Background: an optimization exercise with open tools, aiming at small area and a short achievable clock period. Do not read the settings as production practice. In this exercise RTL edits were held to simulation tests only and were not proved equivalent to the original. The clock port is modelled as an ideal driver, which makes a skipped or thinned clock tree look cheaper than it is; a real chip needs a root buffer or a tree. No activity file was given, so power comes from the tool's default toggle rates.

==> inputs of pepper <==
==> flow/design.v <==
module vg_fa(input a, input b, input c, output s, output co);
  assign s  = a ^ b ^ c;
  assign co = (a & b) | (c & (a ^ b));
endmodule
module vg_ha(input a, input b, output s, output co);
  assign s  = a ^ b;
  assign co = a & b;
endmodule
module vg_mul17(input [9:0] z, output [7:0] p);
  logic [13:5] c;
  assign c[5] = z[4] & z[0];
  assign c[6] = (z[5] & z[1]) | (c[5] & (z[5] | z[1]));
  genvar i;
  for (i = 6; i <= 9; i++) begin : f
    vg_fa fa (.a(z[i]), .b(z[i-4]), .c(c[i]), .s(p[i-6]), .co(c[i+1]));
  end
  for (i = 10; i <= 12; i++) begin : h
    vg_ha ha (.a(z[i-4]), .b(c[i]), .s(p[i-6]), .co(c[i+1]));
  end
  assign p[7] = ~(z[9] ^ c[13]);
endmodule
module vg_pix(
  input  [10:0] a,
  input  [7:0]  y,
  output [10:0] zl,
  output [10:0] zm,
  output [7:0]  dl,
  output [7:0]  dm,
  output [7:0]  dr
);
  genvar i;
  logic [10:2] k;
  assign zl[0] = a[0];
  vg_ha zlh (.a(y[0]), .b(a[1]), .s(zl[1]), .co(k[2]));
  for (i = 2; i <= 8; i++) begin : zlf
    vg_fa fa (.a(y[i-1]), .b(a[i]), .c(k[i]), .s(zl[i]), .co(k[i+1]));
  end
  logic k10;
  vg_ha zlh9 (.a(a[9]), .b(k[9]), .s(zl[9]), .co(k10));
  assign zl[10] = a[10] ^ k10;
  logic [10:0] na;
  assign na = ~a;
  logic [10:1] j;
  assign zm[0] = a[0];
  assign j[1]  = na[0];
  for (i = 1; i <= 8; i++) begin : zmf
    vg_fa fa (.a(y[i-1]), .b(na[i]), .c(j[i]), .s(zm[i]), .co(j[i+1]));
  end
  logic j10;
  vg_ha zmh9 (.a(na[9]), .b(j[9]), .s(zm[9]), .co(j10));
  assign zm[10] = na[10] ^ j10;
  logic [7:0] l, m;    
  vg_mul17 ml17 (.z(zl[9:0]), .p(l));
  vg_mul17 mm17 (.z(zm[9:0]), .p(m));
  logic [6:2] ln, mn;
  assign ln = ~{l[6:4] | {3{zl[10]}}, l[3:2] & ~{2{zl[10]}}};
  assign mn = ~{m[6:4] | {3{zm[10]}}, m[3:2] & ~{2{zm[10]}}};
  assign dl = {l[7], ln, l[1:0]};
  assign dm = {m[7], mn, m[1:0]};
  logic [2:1] q;
  logic [8:3] qn;
  logic [1:0] s;
  logic [7:2] rp;
  vg_ha sh (.a(dl[0]), .b(dm[0]), .s(s[0]), .co(q[1]));
  vg_fa sf1 (.a(dl[1]), .b(dm[1]), .c(q[1]), .s(s[1]), .co(q[2]));
  logic q2n;
  assign q2n = ~q[2];
  vg_fa sf2 (.a(dl[2]), .b(dm[2]), .c(q2n), .s(rp[2]), .co(qn[3]));
  for (i = 3; i <= 7; i++) begin : sf
    vg_fa fa (.a(dl[i]), .b(dm[i]), .c(qn[i]), .s(rp[i]), .co(qn[i+1]));
  end
  assign dr = {rp, s[1:0]};
endmodule
module vg_inc(
  input  [10:0] ac,
  input  [9:0]  yc,
  input         u_wrap,
  output [10:2] ai,
  output [9:0]  yi
);
  genvar i;
  logic [10:2] c;
  assign c[2]  = ac[1] | ac[0];
  for (i = 2; i <= 9; i++) begin : ah
    vg_ha ha (.a(ac[i]), .b(c[i]), .s(ai[i]), .co(c[i+1]));
  end
  assign ai[10] = ac[10] ^ c[10];
  logic [10:1] d;
  vg_ha yh0 (.a(yc[0]), .b(u_wrap), .s(yi[0]), .co(d[1]));
  for (i = 1; i <= 8; i++) begin : yh
    vg_ha ha (.a(yc[i]), .b(d[i]), .s(yi[i]), .co(d[i+1]));
  end
  assign yi[9] = yc[9] ^ d[9];
endmodule
module vg_ctl(
  input  [10:0] ac,
  input  [9:0]  yc,
  input         hf,       
  input         hsync,    
  input  [10:0] zl,
  input  [10:0] zm,
  output        u_wrap,   
  output        w2,       
  output        hf_n,     
  output        intri,
  output        hs_n,
  output        vs_n,
  output        de_n
);
  logic e319, e479, e360, e440, y_wrap, de_v, y_ok;
  assign e319   = !ac[10] & ac[9] & ac[8] & ac[7] & ac[5] & ac[3] & ac[2] & !ac[1];  
  assign e479   = !ac[9] & ac[8] & ac[7] & ac[3] & ac[2] & !ac[1];                  
  assign e360   = !ac[8] & ac[5] & ac[4] & ac[3];                                   
  assign e440   = ac[8] & ac[5] & ac[3];                                            
  assign u_wrap = !hf & e479;
  assign hf_n   = hf ? !e319 : e479;
  assign hs_n   = hsync ? !e440 : (!hf & e360);
  assign y_wrap = yc[9] & yc[7] & yc[6] & yc[5] & yc[4] & yc[3];                    
  assign w2     = u_wrap & y_wrap;
  assign de_v   = !yc[9] | (!yc[7] & !(yc[6] & yc[5] & (yc[4] | yc[3])));          
  assign vs_n   = yc[9] & ((yc[7] & !(yc[6] & yc[5]))
                           | (yc[6] & yc[5] & yc[4] & yc[3] & yc[2]));              
  assign y_ok   = (!yc[9] & !yc[7])
                | (yc[8] & !(yc[6] & yc[5] & yc[4] & (yc[3] | yc[2] | yc[1] | yc[0])));  
  assign de_n   = hf & de_v;
  assign intri  = y_ok & (!zl[10] | (&zl)) & (!zm[10] | (&zm));
endmodule
module videogen(
  input clk,
  input resetn,
  output logic [23:0] data,
  output logic hsync,
  output logic vsync,
  output logic data_en
);
  logic [10:0] ac;
  logic [10:2] ai;
  logic [9:0]  yc, yi;
  logic        hf;
  logic [10:0] zl, zm;
  logic [7:0]  dl, dm, dr;
  logic        u_wrap, w2, hf_n, intri, hs_n, vs_n, de_n;
  vg_pix pix (.a(ac), .y(yc[7:0]), .zl(zl), .zm(zm), .dl(dl), .dm(dm), .dr(dr));
  vg_inc inc (.ac(ac), .yc(yc), .u_wrap(u_wrap), .ai(ai), .yi(yi));
  vg_ctl ctl (.ac(ac), .yc(yc), .hf(hf), .hsync(hsync), .zl(zl), .zm(zm),
              .u_wrap(u_wrap), .w2(w2), .hf_n(hf_n), .intri(intri),
              .hs_n(hs_n), .vs_n(vs_n), .de_n(de_n));
  logic en;
  assign en = resetn & intri;
  localparam logic [23:0] POL = {8'b0000_0011, 8'b1111_1100, 8'b1111_1100};
  always_ff @(posedge clk) begin
    if (!resetn) begin
      ac <= 11'd1091;   
      yc <= 10'd136;    
      hf <= 1'b1;
    end else begin
      ac <= u_wrap ? 11'd1088 : {ai, ~(ac[1] ^ ac[0]), ~ac[0]};   
      yc <= w2 ? 10'd136 : yi;
      hf <= hf_n;
    end
  end
  always_ff @(posedge clk) begin
    data    <= {24{en}} & ({dr, dm, dl} ^ POL);
    hsync   <= resetn & hs_n;
    vsync   <= resetn & vs_n;
    data_en <= !resetn | de_n;
  end
endmodule
==> flow/flow/run.sh <==
#!/bin/bash
# The standard layout with five changes in how it is made:
#  - after the standard synthesis, combinational cells are swapped for the
#    smallest drive strength of the same function (flow/downsize.tcl);
#  - plain buf_1 cells as the port buffers instead of the delay buffers ORFS
#    picks by default;
#  - clock tree synthesis without dummy loads;
#  - the clock tree is replaced by 3 buf_6 cells fed from the clock
#    port, each driving one cluster of registers (flow/post_cts.tcl);
#  - before the placement's repair step, the resetn port buffer and the gates
#    with 8 or more loads get a stronger drive (flow/pre_resize.tcl).
# Each tool's output goes to a log of its own here; ORFS's step logs stay
# under orfs/logs.
set -euo pipefail
bash standard.sh synth > flow_synth.log 2>&1
RESULTS=$PWD/orfs/results/$FLOW_PLATFORM/videogen/base \
  openroad -no_init -exit flow/downsize.tcl > flow_downsize.log 2>&1
bash standard.sh \
  "BUFFER_PORTS_ARGS=-buffer_cell sky130_fd_sc_hd__clkbuf_1" \
  "CTS_ARGS=-sink_clustering_enable -repair_clock_nets -dont_use_dummy_load" \
  "PRE_RESIZE_TCL=$PWD/flow/pre_resize.tcl" \
  "POST_CTS_TCL=$PWD/flow/post_cts.tcl" \
  finish > flow_make.log 2>&1
==> flow/flow/downsize.tcl <==
# Swap each combinational cell of the synthesized netlist for the smallest
# cell of the same function (same name but for the drive strength suffix;
# the platform's don't-use cells all have other names).
# Registers and the adder cells are left as synthesis made them. Timing has a
# large margin at the design's clock; the later repair steps of the standard
# flow upsize or buffer wherever slew or capacitance calls for it.
set odb $::env(RESULTS)/1_synth.odb
read_db $odb
set db [ord::get_db]
set block [ord::get_db_block]
set masters {}
foreach lib [$db getLibs] {
  foreach m [$lib getMasters] { dict set masters [$m getName] $m }
}
proc area {m} { expr {double([$m getWidth]) * [$m getHeight]} }
set swapped 0
foreach inst [$block getInsts] {
  set m [$inst getMaster]
  set name [$m getName]
  if {![regexp {^(sky130_fd_sc_hd__[a-z0-9]+)_([0-9]+)$} $name -> base drive]} continue
  if {[string match "*df*" $base] || [string match "*__fa" $base] || [string match "*__ha" $base]
      || [string match "*clk*" $base] || [string match "*conb*" $base]} continue
  set best $m
  foreach d {0 1 2 4} {
    set cand "${base}_$d"
    if {![dict exists $masters $cand]} continue
    set cm [dict get $masters $cand]
    if {[area $cm] < [area $best]} { set best $cm }
  }
  if {$best ne $m} {
    puts "swap [$inst getName] $name -> [$best getName]"
    $inst swapMaster $best
    incr swapped
  }
}
puts "swapped $swapped cells"
write_db $odb
==> flow/flow/post_cts.tcl <==
# After clock tree synthesis: replace the clock tree by 3 buffers of
# type sky130_fd_sc_hd__buf_6, each fed from the clock port and driving one cluster of the
# registers (k-means on their placed positions). Each register stays one
# buffer from the clock port.
set nleaf 3
set bufname sky130_fd_sc_hd__buf_6
set block [ord::get_db_block]
set db [ord::get_db]
set clk_net [[$block findBTerm clk] getNet]
proc out_net {inst} {
  foreach it [$inst getITerms] {
    if {[$it isOutputSignal]} { return [$it getNet] }
  }
  return ""
}
# collect the clock buffers (everything reached from the port through
# clkbuf cells) and the register clock pins
set sinks {}
set bufs {}
set front [list $clk_net]
while {[llength $front]} {
  set net [lindex $front 0]
  set front [lrange $front 1 end]
  foreach it [$net getITerms] {
    if {![$it isInputSignal]} continue
    set inst [$it getInst]
    set m [[$inst getMaster] getName]
    if {[string match "sky130_fd_sc_hd__clkbuf_*" $m]} {
      lappend bufs $inst
      lappend front [out_net $inst]
    } else {
      lappend sinks $it
    }
  }
}
puts "post_cts: [llength $bufs] clock buffers, [llength $sinks] sinks"
foreach b $bufs {
  set on [out_net $b]
  foreach it [$on getITerms] { $it disconnect }
  foreach it [$b getITerms] { $it disconnect }
  odb::dbNet_destroy $on
  odb::dbInst_destroy $b
}
# k-means on sink positions
set pts {}
foreach it $sinks {
  set box [[$it getInst] getBBox]
  lappend pts [list [expr {([$box xMin] + [$box xMax]) / 2.0}] [expr {([$box yMin] + [$box yMax]) / 2.0}]]
}
set order [lsort -real -index 0 -indices $pts]
set n [llength $pts]
set cent {}
for {set k 0} {$k < $nleaf} {incr k} {
  lappend cent [lindex $pts [lindex $order [expr {int(($k + 0.5) * $n / $nleaf)}]]]
}
for {set iter 0} {$iter < 50} {incr iter} {
  set assign {}
  foreach p $pts {
    set best 0; set bd 1e30
    for {set k 0} {$k < $nleaf} {incr k} {
      set c [lindex $cent $k]
      set d [expr {abs([lindex $p 0] - [lindex $c 0]) + abs([lindex $p 1] - [lindex $c 1])}]
      if {$d < $bd} { set bd $d; set best $k }
    }
    lappend assign $best
  }
  set newc {}
  for {set k 0} {$k < $nleaf} {incr k} {
    set sx 0; set sy 0; set cnt 0
    foreach p $pts a $assign {
      if {$a == $k} { set sx [expr {$sx + [lindex $p 0]}]; set sy [expr {$sy + [lindex $p 1]}]; incr cnt }
    }
    if {$cnt} { lappend newc [list [expr {$sx / $cnt}] [expr {$sy / $cnt}]] } else { lappend newc [lindex $cent $k] }
  }
  set cent $newc
}
set master [$db findMaster $bufname]
for {set k 0} {$k < $nleaf} {incr k} {
  set inst [odb::dbInst_create $block $master "clkleaf_$k"]
  set net [odb::dbNet_create $block "clknet_leaf_$k"]
  $net setSigType CLOCK
  [$inst findITerm A] connect $clk_net
  [$inst findITerm X] connect $net
  set cnt 0
  foreach it $sinks a $assign {
    if {$a == $k} { $it connect $net; incr cnt }
  }
  set c [lindex $cent $k]
  $inst setLocation [expr {int([lindex $c 0])}] [expr {int([lindex $c 1])}]
  $inst setPlacementStatus PLACED
  puts "post_cts: clkleaf_$k ($bufname) drives $cnt registers"
}
detailed_placement
check_placement -verbose
estimate_parasitics -placement
report_clock_skew
==> flow/flow/pre_resize.tcl <==
# Before the placement's repair step: the input port buffer of resetn and the
# gates that fan its value out to many registers drive large loads, and the
# synthesis and downsizing left them at the smallest drive. Give the input
# buffer and every combinational gate with 8 or more loads a stronger
# version of the same cell.
set block [ord::get_db_block]
set db [ord::get_db]
proc load_count {net} {
  set n 0
  foreach it [$net getITerms] { if {[$it isInputSignal]} { incr n } }
  return $n
}
proc stronger {inst drive} {
  set name [[$inst getMaster] getName]
  if {![regexp {^(sky130_fd_sc_hd__[a-z0-9]+)_([0-9]+)$} $name -> base d]} { return }
  if {$d >= $drive} { return }
  set m [[ord::get_db] findMaster "${base}_$drive"]
  if {$m eq "NULL" || $m eq ""} { return }
  puts "pre_resize: [$inst getName] $name -> [$m getName]"
  $inst swapMaster $m
}
foreach bt [$block getBTerms] {
  if {[$bt getIoType] ne "INPUT" || [$bt getName] eq "clk"} continue
  foreach it [[$bt getNet] getITerms] {
    if {[$it isInputSignal]} { stronger [$it getInst] 4 }
  }
}
foreach inst [$block getInsts] {
  set m [[$inst getMaster] getName]
  if {[string match "*df*" $m] || [string match "*clkbuf*" $m] || [string match "*__fa_*" $m] || [string match "*__ha_*" $m]} continue
  foreach it [$inst getITerms] {
    if {![$it isOutputSignal]} continue
    set net [$it getNet]
    if {$net ne "NULL" && $net ne "" && [load_count $net] >= 8} { stronger $inst 2 }
  }
}
==> flow/standard.sh <==
#!/bin/bash
# synth_recipe.tcl (not shown) runs the flow's synth.tcl, then flattens the netlist and writes it again
# the make line also repeats each setting of config.mk as NAME=value (left out here)
make -C /OpenROAD-flow-scripts/flow DESIGN_CONFIG=/design/flow/config.mk WORK_HOME=/design/flow/orfs CLKGATE_MAP_FILE= SYNTH_SCRIPT=/design/flow/synth_recipe.tcl "${@:-finish}"
==> flow/config.mk <==
export PLATFORM = sky130hd
export DESIGN_NAME = videogen
export DESIGN_NICKNAME = videogen
export VERILOG_FILES = /design/flow/design.v
export SDC_FILE = /design/flow/constraint.sdc
export NUM_CORES = 4
export LEC_CHECK = 0
export CAP_MARGIN = 20
export CORE_MARGIN = 2
export CORE_UTILIZATION = 60
export SLEW_MARGIN = 20
export SYNTH_HIERARCHICAL = 1
export SYNTH_MINIMUM_KEEP_SIZE = 0
==> flow/constraint.sdc <==
create_clock -name core_clock -period 40.0 [get_ports {clk}]
set_input_delay 8.0000 -clock core_clock [delete_from_list [all_inputs] [get_ports {clk}]]
set_output_delay 8.0000 -clock core_clock [all_outputs]
set_load 0.01 [all_outputs]
==> inputs of juniper, as changes to pepper <==
--- a/flow/flow/run.sh
+++ b/flow/flow/run.sh
@@ -5,8 +5,8 @@
 #  - plain buf_1 cells as the port buffers instead of the delay buffers ORFS
 #    picks by default;
 #  - clock tree synthesis without dummy loads;
-#  - the clock tree is replaced by 3 buf_6 cells fed from the clock
-#    port, each driving one cluster of registers (flow/post_cts.tcl);
+#  - the clock tree's root buffer is removed, so the clock port feeds the
+#    leaf buffers directly (flow/post_cts.tcl);
 #  - before the placement's repair step, the resetn port buffer and the gates
 #    with 8 or more loads get a stronger drive (flow/pre_resize.tcl).
 # Each tool's output goes to a log of its own here; ORFS's step logs stay
@@ -16,7 +16,7 @@
 RESULTS=$PWD/orfs/results/$FLOW_PLATFORM/videogen/base \
   openroad -no_init -exit flow/downsize.tcl > flow_downsize.log 2>&1
 bash standard.sh \
-  "BUFFER_PORTS_ARGS=-buffer_cell sky130_fd_sc_hd__clkbuf_1" \
+  "BUFFER_PORTS_ARGS=-buffer_cell sky130_fd_sc_hd__buf_1" \
   "CTS_ARGS=-sink_clustering_enable -repair_clock_nets -dont_use_dummy_load" \
   "PRE_RESIZE_TCL=$PWD/flow/pre_resize.tcl" \
   "POST_CTS_TCL=$PWD/flow/post_cts.tcl" \
==> flow/flow/post_cts.tcl (replaced) <==
set block [ord::get_db_block]
set db [ord::get_db]
set clk_net [[$block findBTerm clk] getNet]
set roots {}
foreach it [$clk_net getITerms] {
  if {[$it isInputSignal]} { lappend roots [$it getInst] }
}
if {[llength $roots] != 1} { error "post_cts: clock port drives [llength $roots] cells" }
set root [lindex $roots 0]
proc out_net {inst} {
  foreach it [$inst getITerms] {
    if {[$it isOutputSignal]} { return [$it getNet] }
  }
  return ""
}
set root_out [out_net $root]
set leaves {}
foreach it [$root_out getITerms] {
  if {![$it isInputSignal]} continue
  set leaf [$it getInst]
  if {![string match "sky130_fd_sc_hd__clkbuf_*" [[$leaf getMaster] getName]]} {
    error "post_cts: root buffer drives [$leaf getName], not a clock buffer"
  }
  lappend leaves $it
}
if {[llength $leaves] > 4} { error "post_cts: [llength $leaves] leaf buffers" }
foreach it $leaves {
  $it disconnect
  $it connect $clk_net
}
puts "post_cts: removed [$root getName]; the clock port now drives [llength $leaves] leaf buffers"
odb::dbInst_destroy $root
odb::dbNet_destroy $root_out
detailed_placement
check_placement -verbose
estimate_parasitics -placement
report_clock_skew
- CORE_UTILIZATION: 60 -> 40
==> inputs of umber, as changes to pepper <==
==> flow/flow/run.sh (replaced) <==
#!/bin/bash
# The standard layout with four changes in how it is made:
#  - after the standard synthesis, combinational cells are swapped for the
#    smallest drive strength of the same function (flow/downsize.tcl);
#  - plain buf_1 cells as the port buffers instead of the delay buffers ORFS
#    picks by default;
#  - clock tree synthesis without dummy loads;
#  - the clock tree's root buffer is removed, so the clock port feeds the
#    leaf buffers directly (flow/post_cts.tcl).
# Each tool's output goes to a log of its own here; ORFS's step logs stay
# under orfs/logs.
set -euo pipefail
bash standard.sh synth > flow_synth.log 2>&1
RESULTS=$PWD/orfs/results/$FLOW_PLATFORM/videogen/base \
  openroad -no_init -exit flow/downsize.tcl > flow_downsize.log 2>&1
bash standard.sh \
  "BUFFER_PORTS_ARGS=-buffer_cell sky130_fd_sc_hd__buf_1" \
  "CTS_ARGS=-sink_clustering_enable -repair_clock_nets -dont_use_dummy_load" \
  "POST_CTS_TCL=$PWD/flow/post_cts.tcl" \
  finish > flow_make.log 2>&1
--- a/flow/flow/post_cts.tcl
+++ b/flow/flow/post_cts.tcl
@@ -1,9 +1,9 @@
 # After clock tree synthesis: replace the clock tree by 3 buffers of
-# type sky130_fd_sc_hd__buf_6, each fed from the clock port and driving one cluster of the
+# type sky130_fd_sc_hd__clkbuf_8, each fed from the clock port and driving one cluster of the
 # registers (k-means on their placed positions). Each register stays one
 # buffer from the clock port.
 set nleaf 3
-set bufname sky130_fd_sc_hd__buf_6
+set bufname sky130_fd_sc_hd__clkbuf_8
 set block [ord::get_db_block]
 set db [ord::get_db]
 set clk_net [[$block findBTerm clk] getNet]
- CORE_UTILIZATION: 60 -> 40
removed: flow/flow/pre_resize.tcl
==> notes <==
umber passed the timing, design-rule and antenna checks. juniper produced a clean layout. pepper passed the timing, design-rule and antenna checks.
Maximum frequency: umber is lower than pepper (about 5.6%).
Clock power: pepper < umber < juniper.
Between pepper and juniper, the lower sequential share of layout area is in juniper (gap 0.71 points).
The lowest routed wire length belongs to pepper, the highest to umber.
The highest via count belongs to umber, the lowest to pepper.
Final cell count, highest first: juniper, umber, pepper.
In combinational power, umber and pepper hardly differ.
Global-route usage: umber is higher than juniper (0.36 points).
Clock skew: pepper < juniper < umber.
Design area, highest first: juniper, umber, pepper.
==> figures <==
| item | pepper | juniper | umber |
|---|---|---|---|
| Result of the run | finished clean | finished clean | finished clean |
| HPWL after DPL | 3.68 mm | 3.81 mm | 3.79 mm |
| Wire length on met3 | 176 microns | 162 microns | 175 microns |
| Sequential share of power | 63.9% | 61.1% | 63.1% |
| Crit start category | primary input | flop | primary input |
| Leakage power total | 1.25 nW | 1.26 nW | 1.25 nW |
| CP Launch Point | resetn | hsync | resetn |
| Power, Total | 0.0787 mW | 0.0824 mW | 0.0798 mW |
| Worst-case register-to-register setup slack | 32730 ps | 32860 ps | 32790 ps |
| Max Fclk | 116 MHz | 116 MHz | 109 MHz |
| Width of the die | 69.8 microns | 84.6 microns | 84.6 microns |
| Crit path kind | in -> reg | reg -> out | in -> reg |
| Final critical-path required period | 8650 ps | 8640 ps | 9170 ps |
| Cell with the biggest individual delay on the critical path | sky130_fd_sc_hd__and2b_2 | sky130_fd_sc_hd__dfxtp_1 | sky130_fd_sc_hd__buf_1 |
| Clock transition at the registers of the reported paths | 90 ps | 80 ps | 90 ps |
| Final cell utilization of the core | 68.4% | 45.2% | 44.8% |
| CP max FO | 19 | 2 | 19 |
| Core area | 4090 sq um | 6310 sq um | 6310 sq um |
| Vias/cell | 5.26 | 4.89 | 4.96 |
| WP data required | 40020 ps | 32000 ps | 40070 ps |
| GR Layer Usage met3 | 5.23% | 3.24% | 3.24% |
In pepper and umber the design's own scripts or RTL, not TritonCTS, make the clock network.

## port drivers added, routing unchanged
Ports are ideal in the flow. The routed layouts listed here were re-timed in OpenROAD.
Step 1, drivers: a clkbuf_16 drives clk and a buf_2 each remaining input, both assumed.
Step 2 times the ports against the registers' clock, not the clock port: input delays grow and output delays shrink by t, the midpoint of the rising clock arrivals with the driver on.
Three values: no drivers, after step 1, after step 2; two values: the first two.
run | t (ns) | slack for setup (ns) | clock arrival spread, ns
pepper | 0.178 | 31.348 / 31.319 / 31.203 | 0.014 / 0.014
juniper | 0.197 | 31.361 / 31.306 / 31.246 | 0.020 / 0.019
umber | 0.210 | 30.832 / 30.856 / 30.646 | 0.029 / 0.030
After both steps setup and hold are still met in every run listed. For umber, which loses most, drivers alone change the setup slack by +0.024 ns; drivers and shift together by -0.186 ns.
